Background: an optimization exercise with open tools, aiming at small area and a short achievable clock period. Do not read the settings as production practice. At most, simulation tests tie the RTL to the original design; equivalence was not proved.

== run A ==
==> module ham, before the edit <==
module ham(data_in, data_out, clk, resetn);
input [31:0] data_in;
input clk, resetn;
output reg [33:0] data_out;
wire p1 = data_out[1];
wire p0 = data_out[0];
wire [15:0] va, vb, vn;
genvar k;
generate
  for (k = 0; k < 16; k = k + 1) begin : pr
    ham_pair pp(data_in[2*k+1], data_in[2*k], data_out[2*k+3], data_out[2*k+2],
                va[k], vb[k], vn[k]);
  end
endgenerate
wire [4:0] A, B, N;
hd_calcu_4m ca(va, A);
hd_calcu_4m cb(vb, B);
hd_calcu_4m cn(vn, N);
function cout5;
  input [4:0] u, v;
  input c;
  reg cy;
  integer j;
  begin
    cy = c;
    for (j = 0; j < 5; j = j + 1)
      cy = (u[j] & v[j]) | (u[j] & cy) | (v[j] & cy);
    cout5 = cy;
  end
endfunction
wire [4:0] a8n = ~{A[4] | A[3], ~A[3], A[2:0]};
wire [4:0] rs, rc;
genvar m;
generate
  for (m = 0; m < 5; m = m + 1) begin : rw
    ham_fa f(B[m], a8n[m], N[m], rc[m], rs[m]);
  end
endgenerate
wire ie = A[4] | (A[3] & (~p1 | A[2] | A[1] | A[0]));
wire io = B[4] | (B[3] & (~(p1 & p0) | B[2] | B[1] | B[0])) |
          (~p1 & ~p0 & B[2] & B[1] & B[0]);
wire se = N[4] | (N[3] & (p0 | ~p1 | N[2] | N[1] | N[0])) |
          (p0 & ~p1 & N[2] & N[1] & N[0]);
wire so = rc[4] | cout5(rs, {rc[3:0], 1'b0}, ~p1);
wire is = cout5(A, ~N, ~p0);
wire eo = cout5(B, ~A, ~p0);
wire sel_i = ie & io & is;
wire sel_s = ~is & se & so;
wire sel_s1, sel_s0;
ham_sel ss1(is, se, so, sel_s1);
ham_sel ss0(is, se, so, sel_s0);
wire sel_e = ~ie & ~se & eo;
wire c1 = ~sel_i & ~sel_s;
wire c0 = ~sel_i & ~sel_e;
wire [1:0] inv1, inv0;
ham_inv1 i1a(sel_e, inv1[0]);           
ham_inv1 i1b(sel_e, inv1[1]);
ham_inv0 i0a(sel_i, sel_e, inv0[0]);    
ham_inv0 i0b(sel_i, sel_e, inv0[1]);
wire [33:0] nxt;
assign nxt[1:0] = {c1, c0};
generate
  for (k = 0; k < 16; k = k + 1) begin : ob
    ham_obit o1(sel_s1, data_in[2*k],   data_in[2*k+1], inv1[k/8], nxt[2*k+3]);
    ham_obit o0(sel_s0, data_in[2*k+1], data_in[2*k],   inv0[k/8], nxt[2*k+2]);
  end
endgenerate
always @(posedge clk, negedge resetn)
begin
  if (!resetn)
    data_out <= 34'd0;
  else
    data_out <= nxt;
end
endmodule
==> module ham_inv1, before the edit <==
module ham_inv1(input sel_e, output inv1);
  assign inv1 = ~sel_e;
endmodule
==> module ham_inv0, before the edit <==
module ham_inv0(input sel_i, input sel_e, output inv0);
  assign inv0 = sel_i | sel_e;
endmodule
export LEC_CHECK = 0
export CAP_MARGIN = 20
export CORE_MARGIN = 2
export CORE_UTILIZATION = 60
export CTS_BUF_LIST = sky130_fd_sc_hd__clkbuf_8
export SETUP_SLACK_MARGIN = 5
export SLEW_MARGIN = 20
export SYNTH_HIERARCHICAL = 1
export SYNTH_MINIMUM_KEEP_SIZE = 0
create_clock -name core_clock -period 12.5 [get_ports {clk}]
standard.sh (not shown) runs the stock make flow with config.mk's settings and CLKGATE_MAP_FILE= SYNTH_SCRIPT=/design/flow/synth_recipe.tcl, a recipe that flattens the netlist after the stock synthesis.
==> flow/flow/run.sh <==
#!/bin/bash
set -euo pipefail
export BUFFER_PORTS_ARGS="-buffer_cell sky130_fd_sc_hd__buf_1"
export CTS_ARGS="-sink_clustering_enable -repair_clock_nets -buf_list sky130_fd_sc_hd__clkbuf_8 -dont_use_dummy_load"
bash standard.sh > standard.log 2>&1
Changes in run B relative to run A:
diff --git a/flow/design.v b/flow/design.v
--- a/flow/design.v
+++ b/flow/design.v
@@ -84,19 +84,16 @@
 ham_sel ss0(is, se, so, sel_s0);
 wire sel_e = ~ie & ~se & eo;
 wire c1 = ~sel_i & ~sel_s;
 wire c0 = ~sel_i & ~sel_e;
-wire [1:0] inv1, inv0;
-ham_inv1 i1a(sel_e, inv1[0]);           
-ham_inv1 i1b(sel_e, inv1[1]);
-ham_inv0 i0a(sel_i, sel_e, inv0[0]);    
-ham_inv0 i0b(sel_i, sel_e, inv0[1]);
+wire inv1 = ~sel_e;           
+wire inv0 = sel_i | sel_e;    
 wire [33:0] nxt;
 assign nxt[1:0] = {c1, c0};
 generate
   for (k = 0; k < 16; k = k + 1) begin : ob
-    ham_obit o1(sel_s1, data_in[2*k],   data_in[2*k+1], inv1[k/8], nxt[2*k+3]);
-    ham_obit o0(sel_s0, data_in[2*k+1], data_in[2*k],   inv0[k/8], nxt[2*k+2]);
+    ham_obit o1(sel_s1, data_in[2*k],   data_in[2*k+1], inv1, nxt[2*k+3]);
+    ham_obit o0(sel_s0, data_in[2*k+1], data_in[2*k],   inv0, nxt[2*k+2]);
   end
 endgenerate
 always @(posedge clk, negedge resetn)
 begin
@@ -107,14 +104,8 @@
 end
 endmodule
 module ham_sel(input is, input se, input so, output s);
   assign s = ~is & se & so;
-endmodule
-module ham_inv1(input sel_e, output inv1);
-  assign inv1 = ~sel_e;
-endmodule
-module ham_inv0(input sel_i, input sel_e, output inv0);
-  assign inv0 = sel_i | sel_e;
 endmodule
 module ham_obit(input s, input u, input v, input inv, output o);
   assign o = s ? u : v ^ inv;
 endmodule
Notes after the runs:
In terms of overall via count from detail_route, run A and run B differ only marginally.
Delta (run B minus run A): simple logic cell fraction of the synthesized area increased 0.23 points; final cell count essentially unchanged; synthesized area increased about 0.8%.
Delta (run B minus run A): flop-to-flop setup slack up 0.13 ns, net count of the mapped netlist down 0.48%, number of signal-net buffers in the layout up about 1.5%.
When the final numbers for run B and run A were put side by side, the wire length of the first global-routing pass turned out to be greater in run A.
When run B is measured against run A, its final critical-path share of the clock period turns out 0.68 points lower.
For run A, only the layout was checked, not whether the RTL still works.


Another version of the RTL of ham (not shown whole).
Size in the first run: ~360 cells after synthesis, about 34 flip-flops, ~68 I/O pins.
==> module ham, before the edit <==
module ham(data_in, data_out, clk, resetn);
input [31:0] data_in;
input clk, resetn;
output reg [33:0] data_out;
wire p1 = data_out[1];
wire p0 = data_out[0];
wire [15:0] va, vb, vn;
genvar k;
generate
  for (k = 0; k < 16; k = k + 1) begin : pr
    ham_pair pp(data_in[2*k+1], data_in[2*k], data_out[2*k+3], data_out[2*k+2],
                va[k], vb[k], vn[k]);
  end
endgenerate
wire [4:0] A, B, N;
hd_calcu_4m ca(va, A);
hd_calcu_4m cb(vb, B);
hd_calcu_4m cn(vn, N);
function cout5;
  input [4:0] u, v;
  input c;
  reg cy;
  integer j;
  begin
    cy = c;
    for (j = 0; j < 5; j = j + 1)
      cy = (u[j] & v[j]) | (u[j] & cy) | (v[j] & cy);
    cout5 = cy;
  end
endfunction
wire [4:0] a8n = ~{A[4] | A[3], ~A[3], A[2:0]};
wire [4:0] rs, rc;
genvar m;
generate
  for (m = 0; m < 5; m = m + 1) begin : rw
    ham_fa f(B[m], N[m], a8n[m], rc[m], rs[m]);
  end
endgenerate
wire ie = A[4] | (A[3] & (~p1 | A[2] | A[1] | A[0]));
wire io = B[4] | (B[3] & (~(p1 & p0) | B[2] | B[1] | B[0])) |
          (~p1 & ~p0 & B[2] & B[1] & B[0]);
wire se = N[4] | (N[3] & (p0 | ~p1 | N[2] | N[1] | N[0])) |
          (p0 & ~p1 & N[2] & N[1] & N[0]);
wire so = rc[4] | cout5(rs, {rc[3:0], 1'b0}, ~p1);
wire is = cout5(A, ~N, ~p0);
wire eo = cout5(B, ~A, ~p0);
wire sel_i = ie & io & is;
wire sel_s = ~is & se & so;
wire sel_e = ~ie & ~se & eo;
wire c1 = ~sel_i & ~sel_s;
wire c0 = ~sel_i & ~sel_e;
wire [33:0] nxt;
assign nxt[1:0] = {c1, c0};
genvar g;
generate
  for (g = 0; g < 4; g = g + 1) begin : og
    wire gs, gi1, gi0;
    ham_ctl ct(ie, io, is, se, so, eo, gs, gi1, gi0);
    for (k = 4*g; k < 4*g + 4; k = k + 1) begin : ob
      ham_obit o1(gs, data_in[2*k],   data_in[2*k+1], gi1, nxt[2*k+3]);
      ham_obit o0(gs, data_in[2*k+1], data_in[2*k],   gi0, nxt[2*k+2]);
    end
  end
endgenerate
always @(posedge clk, negedge resetn)
begin
  if (!resetn)
    data_out <= 34'd0;
  else
    data_out <= nxt;
end
endmodule
==> module ham_ctl, before the edit <==
module ham_ctl(input ie, input io, input is, input se, input so, input eo,
               output s, output inv1, output inv0);
  wire sel_i = ie & io & is;
  wire sel_e = ~ie & ~se & eo;
  assign s    = ~is & se & so;
  assign inv1 = ~sel_e;
  assign inv0 = sel_i | sel_e;
endmodule
==> module ham_pair, before the edit <==
module ham_pair(input d1, input d0, input q1, input q0,
                output a, output b, output n);
  wire y;
  ham_xor xa(d1, q1, a);
  ham_xor xb(d0, q0, b);
  ham_xor xy(q1, q0, y);
  ham_mxn mn(y, a, b, n);
endmodule
clock: 12.5 ns
lec_check: 0
cap_margin: 20
core_margin: 2
core_utilization: 60
cts_buf_list: sky130_fd_sc_hd__clkbuf_8
setup_slack_margin: 4.5
slew_margin: 20
synth_hierarchical: 1
synth_minimum_keep_size: 0
==> flow/flow/run.sh <==
#!/bin/bash
set -euo pipefail
export BUFFER_PORTS_ARGS="-buffer_cell sky130_fd_sc_hd__buf_1"
bash standard.sh > standard.log 2>&1
Change:
--- a/flow/design.v
+++ b/flow/design.v
@@ -37,18 +37,19 @@
 output reg [33:0] data_out;
 wire p1 = data_out[1];
 wire p0 = data_out[0];
-wire [15:0] va, vb, vn;
+wire [15:0] va, vb, vn, vz;
 genvar k;
 generate
   for (k = 0; k < 16; k = k + 1) begin : pr
     ham_pair pp(data_in[2*k+1], data_in[2*k], data_out[2*k+3], data_out[2*k+2],
-                va[k], vb[k], vn[k]);
+                va[k], vb[k], vn[k], vz[k]);
   end
 endgenerate
-wire [4:0] A, B, N;
+wire [4:0] A, B, N, Z;
 hd_calcu_4m ca(va, A);
 hd_calcu_4m cb(vb, B);
 hd_calcu_4m cn(vn, N);
+hd_calcu_4m cz(vz, Z);
 function cout5;
   input [4:0] u, v;
   input c;
@@ -61,20 +62,12 @@
     cout5 = cy;
   end
 endfunction
-wire [4:0] a8n = ~{A[4] | A[3], ~A[3], A[2:0]};
-wire [4:0] rs, rc;
-genvar m;
-generate
-  for (m = 0; m < 5; m = m + 1) begin : rw
-    ham_fa f(B[m], N[m], a8n[m], rc[m], rs[m]);
-  end
-endgenerate
 wire ie = A[4] | (A[3] & (~p1 | A[2] | A[1] | A[0]));
 wire io = B[4] | (B[3] & (~(p1 & p0) | B[2] | B[1] | B[0])) |
           (~p1 & ~p0 & B[2] & B[1] & B[0]);
 wire se = N[4] | (N[3] & (p0 | ~p1 | N[2] | N[1] | N[0])) |
           (p0 & ~p1 & N[2] & N[1] & N[0]);
-wire so = rc[4] | cout5(rs, {rc[3:0], 1'b0}, ~p1);
+wire so = Z[4] | (Z[3] & (~p1 | Z[2] | Z[1] | Z[0]));
 wire is = cout5(A, ~N, ~p0);
 wire eo = cout5(B, ~A, ~p0);
 wire sel_i = ie & io & is;
@@ -82,17 +75,14 @@
 wire sel_e = ~ie & ~se & eo;
 wire c1 = ~sel_i & ~sel_s;
 wire c0 = ~sel_i & ~sel_e;
+wire inv1 = ~sel_e;           
+wire inv0 = sel_i | sel_e;    
 wire [33:0] nxt;
 assign nxt[1:0] = {c1, c0};
-genvar g;
 generate
-  for (g = 0; g < 4; g = g + 1) begin : og
-    wire gs, gi1, gi0;
-    ham_ctl ct(ie, io, is, se, so, eo, gs, gi1, gi0);
-    for (k = 4*g; k < 4*g + 4; k = k + 1) begin : ob
-      ham_obit o1(gs, data_in[2*k],   data_in[2*k+1], gi1, nxt[2*k+3]);
-      ham_obit o0(gs, data_in[2*k+1], data_in[2*k],   gi0, nxt[2*k+2]);
-    end
+  for (k = 0; k < 16; k = k + 1) begin : ob
+    ham_obit o1(sel_s, data_in[2*k],   data_in[2*k+1], inv1, nxt[2*k+3]);
+    ham_obit o0(sel_s, data_in[2*k+1], data_in[2*k],   inv0, nxt[2*k+2]);
   end
 endgenerate
 always @(posedge clk, negedge resetn)
@@ -103,24 +93,17 @@
     data_out <= nxt;
 end
 endmodule
-module ham_ctl(input ie, input io, input is, input se, input so, input eo,
-               output s, output inv1, output inv0);
-  wire sel_i = ie & io & is;
-  wire sel_e = ~ie & ~se & eo;
-  assign s    = ~is & se & so;
-  assign inv1 = ~sel_e;
-  assign inv0 = sel_i | sel_e;
-endmodule
 module ham_obit(input s, input u, input v, input inv, output o);
   assign o = s ? u : v ^ inv;
 endmodule
 module ham_pair(input d1, input d0, input q1, input q0,
-                output a, output b, output n);
+                output a, output b, output n, output z);
   wire y;
   ham_xor xa(d1, q1, a);
   ham_xor xb(d0, q0, b);
   ham_xor xy(q1, q0, y);
   ham_mxn mn(y, a, b, n);
+  ham_mxn mz(y, b, a, z);
 endmodule
 module ham_xor(input u, input v, output o);
   assign o = u ^ v;
Cell area rises by 3.0%.
Non-clock buffer count went up by 1.
Clock-buffer cell count is unchanged.
Wire length fell by 5.7%.
Die area grows by 4.2%.
No run of this note included a check of the RTL's function; only the layout flow was run.

## afterwards: timing with drivers on the ports
No port has a modelled driver above. Below, the same layouts with a new extraction and two added sets of constraints.
Step 1: set_driving_cell puts a clkbuf_16 on clk and a buf_2 on each other input, an assumption about the parent block.
Step 2 adds t to the input delays and takes it off the output delays; t is the mean of the earliest and latest rising clock arrival at the registers after step 1. Input paths then give back, and output paths get back, about the clock's delay inside the block.
Slacks: ideal ports / drivers / drivers and shift; pairs: ideal ports / drivers.
run	shift t [ns]	setup WS [ns]	latest minus earliest clock arrival (ns)	worst register clock-pin slew, ns	worst data-port slew with drivers (ns)
run A	0.319	5.296 / 5.303 / 4.984	0.016 / 0.016	0.08 / 0.08	0.03
run B	0.310	5.382 / 5.390 / 5.080	0.008 / 0.008	0.07 / 0.07	0.03
the first run of note 2	0.323	5.014 / 5.026 / 4.703	0.011 / 0.011	0.08 / 0.08	0.03
the second run of note 2	0.318	4.902 / 4.913 / 4.595	0.003 / 0.003	0.08 / 0.08	0.03
After both steps every run listed still meets setup and hold. For run A, which loses most, drivers alone change the setup slack by +0.007 ns; drivers and shift together by -0.312 ns.
